This is an optimization exercise on Yosys and OpenROAD, whose aim is small area and a short achievable clock period, not a production implementation. No functional check of the RTL was part of this run.

### flow/constraint.sdc
create_clock -name core_clock -period 7.0 [get_ports {clk}]
set_input_delay 1.4000 -clock core_clock [delete_from_list [all_inputs] [get_ports {clk}]]
set_output_delay 1.4000 -clock core_clock [all_outputs]
set_load 0.01 [all_outputs]
### flow/design.v
module mac5 #(WIDTH=32)
   (input logic [(WIDTH/2)-1:0] a,
    input logic [(WIDTH/2)-1:0] b,
    input logic               clk, reset,
    output logic [WIDTH-1:0]  out);
   logic [(WIDTH/2)-1:0]        reg_a;
   logic [(WIDTH/2)-1:0]        reg_b;
   logic [WIDTH-1:0]          result[2];
   logic [WIDTH-1:0]          acc;
   always @(posedge clk) begin
      reg_a <= a;
      reg_b <= b;
      result[0] <= (reg_a * reg_b) + acc;
      result[1] <= result[0];
      out <= result[1];
   end
   always @(posedge clk or negedge reset)
      if (!reset)
        acc <= '0;
      else
        acc <= result[1];
endmodule  
### flow/run.sh
#!/bin/bash
# synth_recipe.tcl (not shown) runs the flow's synth.tcl, then flattens the netlist and writes it again
# the make line also repeats each setting of config.mk as NAME=value (left out here)
make -C /OpenROAD-flow-scripts/flow DESIGN_CONFIG=/design/flow/config.mk WORK_HOME=/design/flow/orfs CLKGATE_MAP_FILE= SYNTH_SCRIPT=/design/flow/synth_recipe.tcl finish
### flow/config.mk
export PLATFORM = sky130hd
export DESIGN_NAME = mac5
export DESIGN_NICKNAME = mac5
export VERILOG_FILES = /design/flow/design.v
export SDC_FILE = /design/flow/constraint.sdc
export NUM_CORES = 4
export LEC_CHECK = 0
export CAP_MARGIN = 20
export CORE_MARGIN = 2
export CORE_UTILIZATION = 40
export SLEW_MARGIN = 20
==> flow_summary_export.csv <==
group,metric,value,unit
run_status,outcome,"finished clean",
route,post-route-drc-count,0,
sta,hold_viol_final,0,
worst_setup_path,worst_path_most_repeated_cell,"fa_1",
place,routabilityCongestion,0.849,
worst_setup_path,critPathBufInv,5,
worst_setup_path,worstRegToRegCells,20,
die,placeableCoreArea,0.0317,sq mm
yosys,syn_area_per_cell,10.0,sq um
yosys,synth-main-ff-cell,"dfxtp_1",
job,maxCapViolCount,0,
sta,fin_crit_sh,0.915,
worst_setup_path,startpoint_type,"flop",
hold_path,hp-class,"reg2reg",
yosys,syn_inst,1290,
sta,finalSetupViolations,0,
clocking,cts.sinks,160,
yosys,synth_warnings,2,
hold_path,hold_path_depth,0,
clocking,htreeDepth,4,
route,wl_met2,13200,um
route,wl_met3,1260,um
die,die_area,0.0337,sq mm
yosys,syn_area,0.0129,sq mm
global_route,grt_max_degree,33,
sta,slew_headroom,0.397,
place,place_ws,0.660,ns
final_layout,multi_input_area,0.00816,sq mm
sta,fmax,156,MHz
final_layout,layout_commonest_cell,"inv_1",
clocking,cts_setup_buffers,0,
global_route,grt_pass1_vias,8885,
final_layout,area.sequential,0.00336,sq mm
yosys,ys_ff_latch,160,
worst_setup_path,critPathTopFamily,"adder cells",
place,hpwl,22600,um
route,top_layer_used,"met4",
clocking,cts_buffer_depth,2,
final_layout,n_antenna_cell,0,
clocking,root_buffer,"clkbuf_16",
worst_setup_path,cp.arrival,6.75,ns
final_layout,layout-drive-gt1-share,0.0334,
sta,final.setup.tns,0,ns
sta,tightestPinTransition,0.905,ns
yosys,synth_cell_types,47,
die,chipWidth,184,um
sta,timing.final.ws_setup,0.594,ns
yosys,synth-async-reset-ratio,0.200,
worst_setup_path,endpoint_kind,"flop",
die,fp.dieH,184,um
yosys,seq_area_frac_synth,0.260,
route,ant_nets,0,
route,wl,28100,um
worst_setup_path,cp.depth,20,
global_route,antenna_found_initial,0,
yosys,synth_edf_count,0,
global_route,grt_pass1_wl,47300,um
worst_setup_path,crit_chain,"nand2_1 -> fa_1 -> inv_1 -> fa_1 -> inv_1 -> fa_1 -> inv_1 -> fa_1 -> fa_1 -> inv_1 -> fa_1 -> inv_1 -> ha_1 -> nand3_1 -> o221ai_1 -> a211oi_1 -> o21ai_0 -> o221ai_2 -> nor4bb_1 -> a211o_1",
route,drt_iter0_markers,468,
sta,rsz0062_at_grt,"false",
sta,maxSlewViolCount,0,
worst_setup_path,crit_fanout,16,
worst_setup_path,path_class,"reg2reg",
clocking,cts_buffers,17,
route,met1Wirelength,13100,um
final_layout,mostFrequentLayoutCells,"325 x inv_1, 225 x fa_1, 160 x nand2_1",
sta,finalCriticalPeriod,6.41,ns
die,start_util,0.407,
final_layout,area_growth,12.6,%
route,routed-via-count,8213,
final_layout,fillers,2998,
worst_setup_path,crit_required,7.34,ns
final_layout,nets,1691,
die,std_cell_rows,65,
clocking,cts.reportedPaths.clkPinSlew,0.07,ns
route,routed_via_density,4.70,
route,first_pass_iters,5,
die,pin_count,66,
sta,hold_slack,0.327,ns
clocking,clock_latency,0.46,ns
clocking,cts_resized,0,
worst_setup_path,cp_slowest_cell,"dfxtp_1",
route,wl_per_cell,16.1,um
place,io_buffers,65,
global_route,grt-ovfl-total,0,
clocking,hold_buffers,0,
clocking,cts_tree,"done",
yosys,synth_nets,1648,
global_route,grt.total_usage,0.185,
sta,skew,0.0107,ns
worst_setup_path,slowest_delay,0.78,ns
## final timing paths
kind,startpoint,to,slack (ns)
worst max register to register,reg_b[7]$_DFF_P_,result[0][28]$_DFF_P_,0.59
worst min register to register,result[0][28]$_DFF_P_,result[1][28]$_DFF_P_,0.33
worst max-delay path,reg_b[7]$_DFF_P_,result[0][28]$_DFF_P_,0.59
min in group asynchronous,reset,acc[3]$_DFF_PN0_,1.06
worst min-delay path,result[0][28]$_DFF_P_,result[1][28]$_DFF_P_,0.33
max in group asynchronous,reset,acc[30]$_DFF_PN0_,5.35
## synthesized netlist by cell type, drive strengths merged (6+ instances only)
cell    number  area [sq um]
fa         225          4500
a21oi       26           130
nor2        11          41.3
a31oi        6          37.5
nand3        9          45.0
o21ai       16          80.1
dfrtp       32           801
ha          99          1240
a21o        15           113
and2       117           732
nand2      161           607
buf          6          36.3
xnor2       19           166
inv        325          1220
clkbuf      38           144
xor2        11          96.3
dfxtp      128          2560
## sequential cells by signal, indices dropped and copies added, names as in the netlist
signal  count
out        32
acc        32
reg_b      16
result     64
reg_a      16
## layout make-up
class / count / share of cell area
Multi-Input combinational cell: 761 / 0.560
Clock buffer: 19 / 0.0311
Clock inverter: 13 / 0.0129
Sequential cell: 160 / 0.231
Tap cell: 402 / 0.0346
Timing Repair Buffer: 68 / 0.0459
Inverter: 325 / 0.0838
## cells by family after synthesis
logic type | count (synthesis) | synth area share
flip-flops | 160 | 0.260
buffers and inverters | 369 | 0.108
AND/OR/NAND/NOR | 319 | 0.121
adder cells (fa/ha/maj) | 324 | 0.445
XOR/XNOR | 30 | 0.0203
AO/OA/AOI/OAI | 88 | 0.0452
## stage by stage
stage | area, sq um | instances | utilization
global route | 14600 | 1748 | 0.459
CTS | 14600 | 1748 | 0.459
finish | 14600 | 1748 | 0.459
floorplan | 12900 | 1290 | -
detailed placement | 13900 | 1716 | 0.439
global placement | 13900 | 1716 | 0.439
## routing by layer
layer,vias up,track usage
met3,40,0.0404
li1,3862,-
met2,160,0.286
met4,0,0.0637
met1,4151,0.257
met5,-,0

==> static timing again, ports no longer ideal <==
How much do the figures lean on ideal ports? The routed layout below was timed once more, with nothing changed but the port constraints. Step 1, drivers: a clkbuf_16 drives clk and a buf_2 each remaining input, both assumed. Step 2 moves the port delays by t, midway between the first and last clock arrival at a register: inputs arrive t later, outputs are due t later. That takes back most of the time a late clock gives input paths. Three values: ideal, step 1, step 2; two values: the first two.
shift t [ns]: 0.498
setup WS [ns]: 0.594 / 0.594 / 0.594
hold WS [ns]: 0.327 / 0.327 / 0.327
worst register clock-pin slew, ns: 0.07 / 0.07
After both steps setup and hold are still met in this run. For this run, drivers alone change the setup slack by 0.000 ns; drivers and shift together by 0.000 ns.
